This design comes from an exercise in tuning for small area, a short achievable clock period and few clock cycles per item on the open sky130 flow, not from production work. Where RTL was checked, it was by simulation tests only, not by an equivalence proof against the original.

Setup of before:
==> flow/design.v <==
module cordic_core (
    input  wire        clk,
    input  wire        rst,
    input  wire        start,
    input  wire [15:0] angle,
    output wire [15:0] sin_out,
    output wire [15:0] cos_out,
    output reg         busy
);
    reg  [15:0] u, v;        
    reg  [12:0] z;           
    reg  [3:0]  j;           
    reg  [3:0]  ju;          
    reg         pu, pv;      
    reg         lpu, lpv;    
    reg         dv;          
    reg         cu0, cu1;    
    reg         cv0, cv1;    
    assign sin_out = u;
    assign cos_out = v;
    wire acc = start & ~busy;
    wire [13:0] th = angle[13:0];
    wire        d1 = th[13];
    wire        d2 = d1 ? (th >= 14'd13028) : (th >= 14'd3356);
    reg  [15:0] x3, y3;
    reg  [12:0] c3;          
    always @(*) begin
        case ({d1, d2})
            2'b00: begin x3 = 16'd16170; y3 = 16'd1245;  c3 = 13'd801;  end
            2'b01: begin x3 = 16'd13682; y3 = 16'd8707;  c3 = 13'd5911; end
            2'b10: begin x3 = 16'd8707;  y3 = 16'd13682; c3 = 13'd2281; end
            default: begin x3 = 16'd1245; y3 = 16'd16170; c3 = 13'd7391; end
        endcase
    end
    wire [15:0] uini = (angle[14] ? x3 : y3) ^ {16{angle[15]}};
    wire [15:0] vini = (angle[14] ? y3 : x3) ^ {16{angle[15] ^ angle[14]}};
    wire [12:0] at =
        (j == 4'd0)  ? 13'd1297 :
        (j == 4'd1)  ? 13'd651 :
        (j == 4'd2)  ? 13'd326 :
        (j == 4'd3)  ? 13'd163 :
        (j == 4'd4)  ? 13'd81 :
        (j == 4'd5)  ? 13'd41 :
        (j == 4'd6)  ? 13'd20 :
        (j == 4'd7)  ? 13'd10 :
        (j == 4'd8)  ? 13'd5 :
        (j == 4'd9)  ? 13'd3 :
        (j == 4'd10) ? 13'd1 :
        (j == 4'd11) ? 13'd1 : 13'd0;
    wire        d    = ~z[12];                  
    wire        zsub = ~busy | d;
    wire [12:0] za   = busy ? z : angle[12:0];
    wire [12:0] zb   = (busy ? at : c3) ^ {13{zsub}};
    wire [12:0] znxt;
    zadd ZADD (.a(za), .b(zb), .c(zsub), .y(znxt));
    wire        du   = d;                       
    wire        subu = du ^ ~pv;
    wire        subv = dv ^ pu;
    wire        mu   = busy ? ~du : v[15];
    wire        mv   = busy ? dv : u[15];
    wire        fixu = lpu & subu;
    wire        fixv = lpv & subv;
    wire        ciu  = du ? cu1 : cu0;          
    wire        civ  = dv ? cv1 : cv0;          
    wire        fu   = fixu ? ~du : v[15];
    wire        fv   = fixv ? dv : u[15];
    wire [12:0] sv1 = j[0] ? {fu, v[15:4]} : v[15:3];
    wire [12:0] sv2 = j[1] ? {{2{fu}}, sv1[12:2]} : sv1;
    wire [12:0] sv3 = j[2] ? {{4{fu}}, sv2[12:4]} : sv2;
    wire [12:0] sv4 = j[3] ? {{8{fu}}, sv3[12:8]} : sv3;
    wire [12:0] su1 = ju[0] ? {fv, u[15:4]} : u[15:3];
    wire [12:0] su2 = ju[1] ? {{2{fv}}, su1[12:2]} : su1;
    wire [12:0] su3 = ju[2] ? {{4{fv}}, su2[12:4]} : su2;
    wire [12:0] su4 = ju[3] ? {{8{fv}}, su3[12:8]} : su3;
    wire [15:0] opu = ({{3{fu}}, sv4} ^ {16{mu}}) ^ {14'd0, fixu, 1'b0};
    wire [15:0] opv = ({{3{fv}}, su4} ^ {16{mv}}) ^ {14'd0, fixv, 1'b0};
    wire [15:0] unxt, vnxt;
    uvadd UADD (.a(u), .b(opu), .c(ciu), .y(unxt));
    uvadd VADD (.a(v), .b(opv), .c(civ), .y(vnxt));
    wire lastn = busy & (j == 4'd10);           
    wire busyn = acc | (busy & (j != 4'd11));
    wire pun   = busy ? pu : angle[15];
    wire pvn   = busy ? pv : angle[15] ^ angle[14];
    wire ku    = ~pvn ^ (lastn & pun);           
    wire kv    = pun ^ (lastn & pvn);            
    always @(posedge clk or posedge rst) begin
        if (rst)
            busy <= 1'b0;
        else
            busy <= busyn;
    end
    always @(posedge clk) begin
        j   <= busy ? j + 4'd1 : (acc ? 4'd0 : 4'd12);
        ju  <= busy ? ju + 4'd1 : (acc ? 4'd0 : 4'd12);
        lpu <= lastn & pu;
        lpv <= lastn & pv;
        z   <= znxt;
        pu  <= pun;
        pv  <= pvn;
        dv  <= ~znxt[12];
        cu0 <= busyn & ku;
        cu1 <= busyn & ~ku;
        cv0 <= busyn & kv;
        cv1 <= busyn & ~kv;
        u <= acc ? uini : unxt;
        v <= acc ? vini : vnxt;
    end
endmodule
module uvadd(input [15:0] a, input [15:0] b, input c, output [15:0] y);
  assign y = a + b + {15'd0, c};
endmodule
module zadd(input [12:0] a, input [12:0] b, input c, output [12:0] y);
  assign y = a + b + {12'd0, c};
endmodule
export LEC_CHECK = 0
export ABC_AREA = 1
export CAP_MARGIN = 20
export CORE_MARGIN = 2
export CORE_UTILIZATION = 40
export CTS_BUF_LIST = sky130_fd_sc_hd__clkbuf_8
export SETUP_SLACK_MARGIN = 1.5
export SLEW_MARGIN = 20
create_clock -name core_clock -period 5.0 [get_ports {clk}]
standard.sh (not shown) runs the stock make flow with config.mk's settings and CLKGATE_MAP_FILE= SYNTH_SCRIPT=/design/flow/synth_recipe.tcl, a recipe that flattens the netlist after the stock synthesis.
==> flow/flow/run.sh <==
#!/bin/bash
set -o pipefail
export BUFFER_PORTS_ARGS="-buffer_cell sky130_fd_sc_hd__buf_1"
cat standard.sh > standard.sh.copy.log
bash standard.sh > standard.log 2>&1
Changes in after relative to before:
--- a/flow/design.v
+++ b/flow/design.v
@@ -13,9 +13,6 @@
     reg  [3:0]  ju;          
     reg         pu, pv;      
     reg         lpu, lpv;    
-    reg         dv;          
-    reg         cu0, cu1;    
-    reg         cv0, cv1;    
     assign sin_out = u;
     assign cos_out = v;
     wire acc = start & ~busy;
@@ -53,17 +50,16 @@
     wire [12:0] zb   = (busy ? at : c3) ^ {13{zsub}};
     wire [12:0] znxt;
     zadd ZADD (.a(za), .b(zb), .c(zsub), .y(znxt));
-    wire        du   = d;                       
-    wire        subu = du ^ ~pv;
-    wire        subv = dv ^ pu;
-    wire        mu   = busy ? ~du : v[15];
-    wire        mv   = busy ? dv : u[15];
+    wire        subu = d ^ ~pv;
+    wire        subv = d ^ pu;
+    wire        mu   = busy ? ~d : v[15];
+    wire        mv   = busy ? d : u[15];
     wire        fixu = lpu & subu;
     wire        fixv = lpv & subv;
-    wire        ciu  = du ? cu1 : cu0;          
-    wire        civ  = dv ? cv1 : cv0;          
-    wire        fu   = fixu ? ~du : v[15];
-    wire        fv   = fixv ? dv : u[15];
+    wire        ciu  = busy & (subu ^ lpu);
+    wire        civ  = busy & (subv ^ lpv);
+    wire        fu   = fixu ? ~d : v[15];
+    wire        fv   = fixv ? d : u[15];
     wire [12:0] sv1 = j[0] ? {fu, v[15:4]} : v[15:3];
     wire [12:0] sv2 = j[1] ? {{2{fu}}, sv1[12:2]} : sv1;
     wire [12:0] sv3 = j[2] ? {{4{fu}}, sv2[12:4]} : sv2;
@@ -78,16 +74,11 @@
     uvadd UADD (.a(u), .b(opu), .c(ciu), .y(unxt));
     uvadd VADD (.a(v), .b(opv), .c(civ), .y(vnxt));
     wire lastn = busy & (j == 4'd10);           
-    wire busyn = acc | (busy & (j != 4'd11));
-    wire pun   = busy ? pu : angle[15];
-    wire pvn   = busy ? pv : angle[15] ^ angle[14];
-    wire ku    = ~pvn ^ (lastn & pun);           
-    wire kv    = pun ^ (lastn & pvn);            
     always @(posedge clk or posedge rst) begin
         if (rst)
             busy <= 1'b0;
         else
-            busy <= busyn;
+            busy <= acc | (busy & (j != 4'd11));
     end
     always @(posedge clk) begin
         j   <= busy ? j + 4'd1 : (acc ? 4'd0 : 4'd12);
@@ -95,13 +86,10 @@
         lpu <= lastn & pu;
         lpv <= lastn & pv;
         z   <= znxt;
-        pu  <= pun;
-        pv  <= pvn;
-        dv  <= ~znxt[12];
-        cu0 <= busyn & ku;
-        cu1 <= busyn & ~ku;
-        cv0 <= busyn & kv;
-        cv1 <= busyn & ~kv;
+        if (!busy) begin
+            pu <= angle[15];
+            pv <= angle[15] ^ angle[14];
+        end
         u <= acc ? uini : unxt;
         v <= acc ? vini : vnxt;
     end
Notes after the runs:
- before -> after: logic depth of the worst path, buffers included increased by a few percent
- The synthesized cell count in after is 0.946 times that in before.
- Estimated wirelength of the detail-placed design: after vs before down about 7%
- Share of flip-flops with an asynchronous set or reset after synthesis of after is on par with before.
- Core utilization | after above before
- Highest metal layer with signal wires: met5 -> before, met4 -> after
- reg -> reg as the start-to-end type of the worst setup path was reported by after, and in -> reg by before.
- Higher worst-path maximum fanout among before and after: before
- after -> before: source-to-sink clock delay at the later pin of the worst-skew pair flat
- Diff before -> after: number of placed instances, taps included fell by about 7%, site row count fell 1, shortest clock period the worst path allows after layout saw an increase.
Testbench counts of after, summed over its fixed seeds: cycles 62,408, items 4,800.
For before, only the layout was checked, not whether the RTL still works.

==> separate check: timing with driven ports <==
No port has a modelled driver above. Below, the same layouts with a new extraction and two added sets of constraints.
Step 1 (the two cells are an assumption about what drives the block):
set clk [get_ports {clk}]
set_driving_cell -lib_cell sky130_fd_sc_hd__clkbuf_16 $clk
set_driving_cell -lib_cell sky130_fd_sc_hd__buf_2 [delete_from_list [all_inputs] $clk]
Step 2, shift: input delay + t, output delay - t, t = (earliest + latest rising clock arrival at the registers) / 2. This alone moves slack from input paths to output paths.
Slacks: ideal / step 1 / step 2; pairs: ideal / step 1.
run | t (ns) | setup WS [ns] | hold WS [ns] | pins driven straight from the clock port
before | 0.402 | 1.690 / 1.707 / 1.305 | 0.448 / 0.431 / 0.550 | 1
after | 0.393 | 1.670 / 1.670 / 1.375 | 0.441 / 0.433 / 0.555 | 1
After both steps every run listed still meets setup and hold. For before, which loses most, drivers alone change the setup slack by +0.017 ns; drivers and shift together by -0.385 ns.
